What follows belongs to an exercise in optimizing a design on an open flow for small area; a production flow would make more cautious choices.
At most, simulation tests tie the RTL to the original design; equivalence was not proved.
Power figures rest on the tool's default switching activity, not on a simulated workload.

== fjord ==
==> flow/design.v <==
`timescale 1ns / 1ps
module check_receive_window (
	input clk,
	input rst_n,
	input [63:0] in_tt_data,
	input [7:0] in_tt_ctrl,
	input in_tt_wr,
	input in_buffer_rdy,
	input in_table_wr,
	input [15:0] in_port_number,
	input [15:0] in_buffer_number,
	input [63:0] in_window_start,
	input [63:0] in_window_end,
	input [63:0] in_global_time,
	input [15:0] in_flow_id,
	input in_tt_flag,
	input [15:0] in_tt_length,
	output reg out_tt_flag_clear,
	output [63:0] out_buffer_data,
	output [7:0] out_buffer_ctrl,
	output out_buffer_wr,
	output out_tt_rdy,
	output [3:0] out_switch_port,
	output [3:0] out_switch_buffer,
	output reg out_table_rdy
);
	localparam [3:0] CT0 = 4'b0000;    
	localparam [3:0] CT1 = 4'b0001;    
	localparam [3:0] CT2 = 4'b0011;    
	localparam [3:0] CID = 4'b0111;    
	localparam [3:0] DROP = 4'b0100;   
	localparam [3:0] WD0 = 4'b0110;    
	localparam [3:0] WD1 = 4'b1110;    
	localparam [3:0] WD2 = 4'b1010;    
	localparam [3:0] WD3 = 4'b0010;    
	reg entry_active;           
	reg armed;                  
	reg [3:0] port_onehot;
	reg [3:0] buffer_number;
	reg [63:0] window_start;
	reg [63:0] window_end;
	reg [15:0] flow_id;
	reg [15:0] tt_length;
	reg [3:0] pstate;
	reg header_ok;
	reg [63:0] word_a;          
	reg [63:0] word_b;          
	wire carry4 = window_end[3] | (window_end[2] & window_end[1]);
	wire [63:0] end_plus;
	wire [63:4] inc_c;
	assign end_plus[0] = window_end[0];
	assign end_plus[1] = ~window_end[1];
	assign end_plus[2] = window_end[2] ^ window_end[1];
	assign end_plus[3] = ~(window_end[3] ^ (window_end[2] & window_end[1]));
	genvar gi;
	generate
		for (gi = 4; gi < 64; gi = gi + 1) begin : inc
			assign end_plus[gi] = window_end[gi] ^ inc_c[gi];
			if (gi == 4) begin : first
				assign inc_c[gi] = carry4;
			end else if ((gi - 4) % 4 == 0) begin : blk
				assign inc_c[gi] = carry4 & (&window_end[gi - 1:4]);
			end else begin : mid
				assign inc_c[gi] = window_end[gi - 1] & inc_c[gi - 1];
			end
		end
	endgenerate
	wire expired, start_ok, end_ok;
	ge64 ge_exp (.a(in_global_time), .b(end_plus), .y(expired));
	ge64 ge_start (.a(word_a), .b(window_start), .y(start_ok));
	ge64 ge_end (.a(window_end), .b(word_a), .y(end_ok));
	wire time_ok = start_ok && end_ok;
	wire id_ok = word_b[63:32] == {flow_id, tt_length};
	wire ctrl_end = in_tt_ctrl == 8'h01;
	wire take0 = pstate == CT0 && armed && in_tt_wr;
	wire take1 = pstate == CT1 && in_tt_wr;
	wire fwd_hdr = pstate[3];
	wire pass = pstate == WD3;
	always @(posedge clk or negedge rst_n) begin
		if (!rst_n) begin
			entry_active <= 1'b0;
			armed <= 1'b0;
			out_table_rdy <= 1'b0;
			out_tt_flag_clear <= 1'b0;
		end else begin
			out_table_rdy <= !entry_active && !in_table_wr;
			out_tt_flag_clear <= entry_active && expired && in_tt_flag && header_ok;
			if (!entry_active) begin
				if (in_table_wr) begin
					entry_active <= 1'b1;
					armed <= 1'b1;
				end
			end else if (expired && (!in_tt_flag || header_ok)) begin
				entry_active <= 1'b0;
			end
		end
	end
	always @(posedge clk) begin
		if (!entry_active && in_table_wr) begin
			port_onehot <= {in_port_number == 16'd4, in_port_number == 16'd3,
			                in_port_number == 16'd2, in_port_number == 16'd1};
			buffer_number <= in_buffer_number[3:0];
			window_start <= in_window_start;
			window_end <= in_window_end;
			flow_id <= in_flow_id;
			tt_length <= in_tt_length;
		end
	end
	always @(posedge clk or negedge rst_n) begin
		if (!rst_n) begin
			pstate <= CT0;
			header_ok <= 1'b0;
		end else begin
			case (pstate)
			CT0: if (take0) begin
				pstate <= CT1;
				header_ok <= 1'b0;
			end
			CT1: if (in_tt_wr) begin
				pstate <= CT2;
				header_ok <= 1'b0;
			end
			CT2: if (time_ok) begin
				pstate <= CID;
				header_ok <= 1'b1;
			end else begin
				pstate <= DROP;
			end
			CID: pstate <= id_ok ? WD0 : DROP;
			DROP: if (ctrl_end) pstate <= CT0;
			WD0: pstate <= WD1;
			WD1: pstate <= WD2;
			WD2: pstate <= ctrl_end ? CT0 : WD3;
			WD3: if (ctrl_end) pstate <= CT0;
			default: pstate <= CT0;
			endcase
		end
	end
	always @(posedge clk) begin
		if (take0 || take1) word_b <= in_tt_data;
		if (take1 || pstate == WD1) word_a <= word_b;
	end
	assign out_tt_rdy = pstate == CT0 || pstate == DROP || (pass && in_buffer_rdy);
	assign out_buffer_wr = fwd_hdr || (pass && in_tt_wr);
	assign out_buffer_data = fwd_hdr ? word_a : in_tt_data;
	assign out_buffer_ctrl = fwd_hdr ? 8'd0 : in_tt_ctrl;
	assign out_switch_port = port_onehot;
	assign out_switch_buffer = buffer_number;
endmodule
module ge64 (
	input [63:0] a,
	input [63:0] b,
	output y
);
	wire [63:0] g0 = a & ~b;
	wire [63:0] t0 = a | ~b;
	wire [31:0] g1, t1;
	wire [15:0] g2, t2;
	wire [7:0] g3, t3;
	wire [3:0] g4, t4;
	wire [1:0] g5, t5;
	genvar i;
	generate
		for (i = 0; i < 32; i = i + 1) begin : l1
			assign g1[i] = g0[2*i+1] | (t0[2*i+1] & g0[2*i]);
			assign t1[i] = t0[2*i+1] & t0[2*i];
		end
		for (i = 0; i < 16; i = i + 1) begin : l2
			assign g2[i] = g1[2*i+1] | (t1[2*i+1] & g1[2*i]);
			assign t2[i] = t1[2*i+1] & t1[2*i];
		end
		for (i = 0; i < 8; i = i + 1) begin : l3
			assign g3[i] = g2[2*i+1] | (t2[2*i+1] & g2[2*i]);
			assign t3[i] = t2[2*i+1] & t2[2*i];
		end
		for (i = 0; i < 4; i = i + 1) begin : l4
			assign g4[i] = g3[2*i+1] | (t3[2*i+1] & g3[2*i]);
			assign t4[i] = t3[2*i+1] & t3[2*i];
		end
		for (i = 0; i < 2; i = i + 1) begin : l5
			assign g5[i] = g4[2*i+1] | (t4[2*i+1] & g4[2*i]);
			assign t5[i] = t4[2*i+1] & t4[2*i];
		end
	endgenerate
	assign y = g5[1] | (t5[1] & (g5[0] | t5[0]));
endmodule
Settings: LEC_CHECK=0, CAP_MARGIN=0, CORE_MARGIN=2, CORE_UTILIZATION=60, SLEW_MARGIN=0; clock period 5.0 ns.
standard.sh (not shown) runs the stock make flow with config.mk's settings and CLKGATE_MAP_FILE= SYNTH_SCRIPT=/design/flow/synth_recipe.tcl, a recipe that flattens the netlist after the stock synthesis.
==> flow/flow/run.sh <==
#!/bin/bash
# ORFS layout with an area-oriented ABC mapping, smaller port buffers and a
# leaner clock tree. Everything else is the standard flow (standard.sh).
set -euo pipefail
here=$(pwd)
# copy of the ORFS scripts with only the ABC script replaced
rm -rf "$here/orfs_scripts"
cp -r "$FLOW_HOME/scripts" "$here/orfs_scripts"
cp "$here/flow/abc.script" "$here/orfs_scripts/abc_speed.script"
export SCRIPTS_DIR="$here/orfs_scripts"
export BUFFER_PORTS_ARGS="-buffer_cell sky130_fd_sc_hd__buf_1"
export CTS_ARGS="-sink_clustering_enable -repair_clock_nets -dont_use_dummy_load -buf_list sky130_fd_sc_hd__clkbuf_8 -sink_clustering_size 16 -sink_clustering_max_diameter 80"
bash standard.sh > flow_make.log 2>&1
==> flow/flow/abc.script <==
strash
dch
map -D 3000
strash
dch
map -D 3000
strash
dch
map -D 3000
strash
dch
map -D 3000
strash
dch
map -D 3000
strash
dch
map -D 3000
strash
dch
map -D 3000
strash
dch
map -D 3000
strash
dch
map -D 3000
strash
dch
map -D 3000
strash
dch
map -D 3000
strash
dch
map -D 3000
strash
dch
map -D 3000
strash
dch
map -D 3000
strash
dch
map -D 3000
strash
dch
map -D 3000
strash
dch
map -D 3000
strash
dch
map -D 3000
strash
dch
map -D 3000
strash
dch
map -D 3000
strash
dch
map -D 3000
strash
dch
map -D 3000
strash
dch
map -D 3000
strash
dch
map -D 3000
strash
dch
map -D 3000
strash
dch
map -D 3000
strash
dch
map -D 3000
strash
dch
map -D 3000
strash
dch
map -D 3000
strash
dch
map -D 3000
strash
dch
map -D 3000
strash
dch
map -D 3000
topo
stime -c
buffer -c
upsize -c
dnsize -c
For juniper, these inputs were changed with respect to fjord:
-- flow/design.v --
<<< fjord, line 34
	localparam [3:0] WD2 = 4'b1010;    
	localparam [3:0] WD3 = 4'b0010;    
	reg entry_active;           
	reg armed;                  
	reg [3:0] port_onehot;
	reg [3:0] buffer_number;
>>> juniper, line 34
	localparam [3:0] WD2 = 4'b1010;    
	localparam [3:0] WD3 = 4'b0010;    
	localparam [3:0] IDLE = 4'b0101;   
	reg entry_active;           
	reg [3:0] port_onehot;
	reg [3:0] buffer_number;
<<< fjord, line 73
	wire id_ok = word_b[63:32] == {flow_id, tt_length};
	wire ctrl_end = in_tt_ctrl == 8'h01;
	wire take0 = pstate == CT0 && armed && in_tt_wr;
	wire take1 = pstate == CT1 && in_tt_wr;
	wire fwd_hdr = pstate[3];
>>> juniper, line 73
	wire id_ok = word_b[63:32] == {flow_id, tt_length};
	wire ctrl_end = in_tt_ctrl == 8'h01;
	wire take0 = pstate == CT0 && in_tt_wr;
	wire take1 = pstate == CT1 && in_tt_wr;
	wire fwd_hdr = pstate[3];
<<< fjord, line 80
		if (!rst_n) begin
			entry_active <= 1'b0;
			armed <= 1'b0;
			out_table_rdy <= 1'b0;
			out_tt_flag_clear <= 1'b0;
>>> juniper, line 80
		if (!rst_n) begin
			entry_active <= 1'b0;
			out_table_rdy <= 1'b0;
			out_tt_flag_clear <= 1'b0;
<<< fjord, line 87
			out_tt_flag_clear <= entry_active && expired && in_tt_flag && header_ok;
			if (!entry_active) begin
				if (in_table_wr) begin
					entry_active <= 1'b1;
					armed <= 1'b1;
				end
			end else if (expired && (!in_tt_flag || header_ok)) begin
				entry_active <= 1'b0;
>>> juniper, line 86
			out_tt_flag_clear <= entry_active && expired && in_tt_flag && header_ok;
			if (!entry_active) begin
				if (in_table_wr) entry_active <= 1'b1;
			end else if (expired && (!in_tt_flag || header_ok)) begin
				entry_active <= 1'b0;
<<< fjord, line 109
	always @(posedge clk or negedge rst_n) begin
		if (!rst_n) begin
			pstate <= CT0;
			header_ok <= 1'b0;
		end else begin
			case (pstate)
			CT0: if (take0) begin
				pstate <= CT1;
>>> juniper, line 105
	always @(posedge clk or negedge rst_n) begin
		if (!rst_n) begin
			pstate <= IDLE;
			header_ok <= 1'b0;
		end else begin
			case (pstate)
			IDLE: if (in_table_wr) pstate <= CT0;
			CT0: if (take0) begin
				pstate <= CT1;
<<< fjord, line 141
		if (take1 || pstate == WD1) word_a <= word_b;
	end
	assign out_tt_rdy = pstate == CT0 || pstate == DROP || (pass && in_buffer_rdy);
	assign out_buffer_wr = fwd_hdr || (pass && in_tt_wr);
	assign out_buffer_data = fwd_hdr ? word_a : in_tt_data;
>>> juniper, line 138
		if (take1 || pstate == WD1) word_a <= word_b;
	end
	assign out_tt_rdy = pstate == CT0 || pstate == DROP || pstate == IDLE || (pass && in_buffer_rdy);
	assign out_buffer_wr = fwd_hdr || (pass && in_tt_wr);
	assign out_buffer_data = fwd_hdr ? word_a : in_tt_data;
Results
juniper vs. fjord: routed wire length on met3 went down by 6.0%.
juniper against fjord: worst hold margin went up 0.015 ns, post-route minimum period decreased by 0.014 ns relative to the old numbers, switching power of the nets fell by 8.5%.
juniper -> fjord: final design instance area without fill flat
juniper against fjord: quantity of I/O buffers inserted on ports now sits at about the same level, final-layout non-clock buffer area share shows no meaningful change, global-route met2 utilization shows an increase of 3.5 points.
Going from fjord to juniper, fraction of final layout cells with drive strength greater than 1 went up 2.0 points; portion of total power attributed to combinational logic went down 1.7 points.
Setup slack for juniper is higher than for fjord.
Of the two values seen for capture point of the worst path, out_tt_flag_clear was produced by juniper and entry_active by fjord.
Any difference in die area between juniper and fjord is small enough to ignore.
In the metrics for fjord and juniper, the one carrying the lower total power of the final layout is juniper.
Only the layout flow was run in juniper; the RTL was not checked for function there.

[what the ideal ports hide]
Ports are ideal in the flow. The routed layouts listed here were re-timed in OpenROAD. Step 1 sets driving cells, clkbuf_16 on the clock port and buf_2 on the other inputs (assumed; they add their load-dependent delay and slew). Step 2 also shifts input and output timing later by t, the mid clock arrival at the registers, as if the neighbouring blocks saw the same clock. a / b / c = ideal / step 1 / step 2; a / b = the first two.
run | shift t [ns] | setup slack, ns | worst setup path at the end | latest minus earliest clock arrival (ns)
fjord | 0.581 | 0.305 / 0.305 / 0.305 | register to register | 0.050 / 0.049
juniper | 0.589 | 0.319 / 0.319 / 0.319 | register to register | 0.029 / 0.029
After both steps every run listed still meets setup and hold.
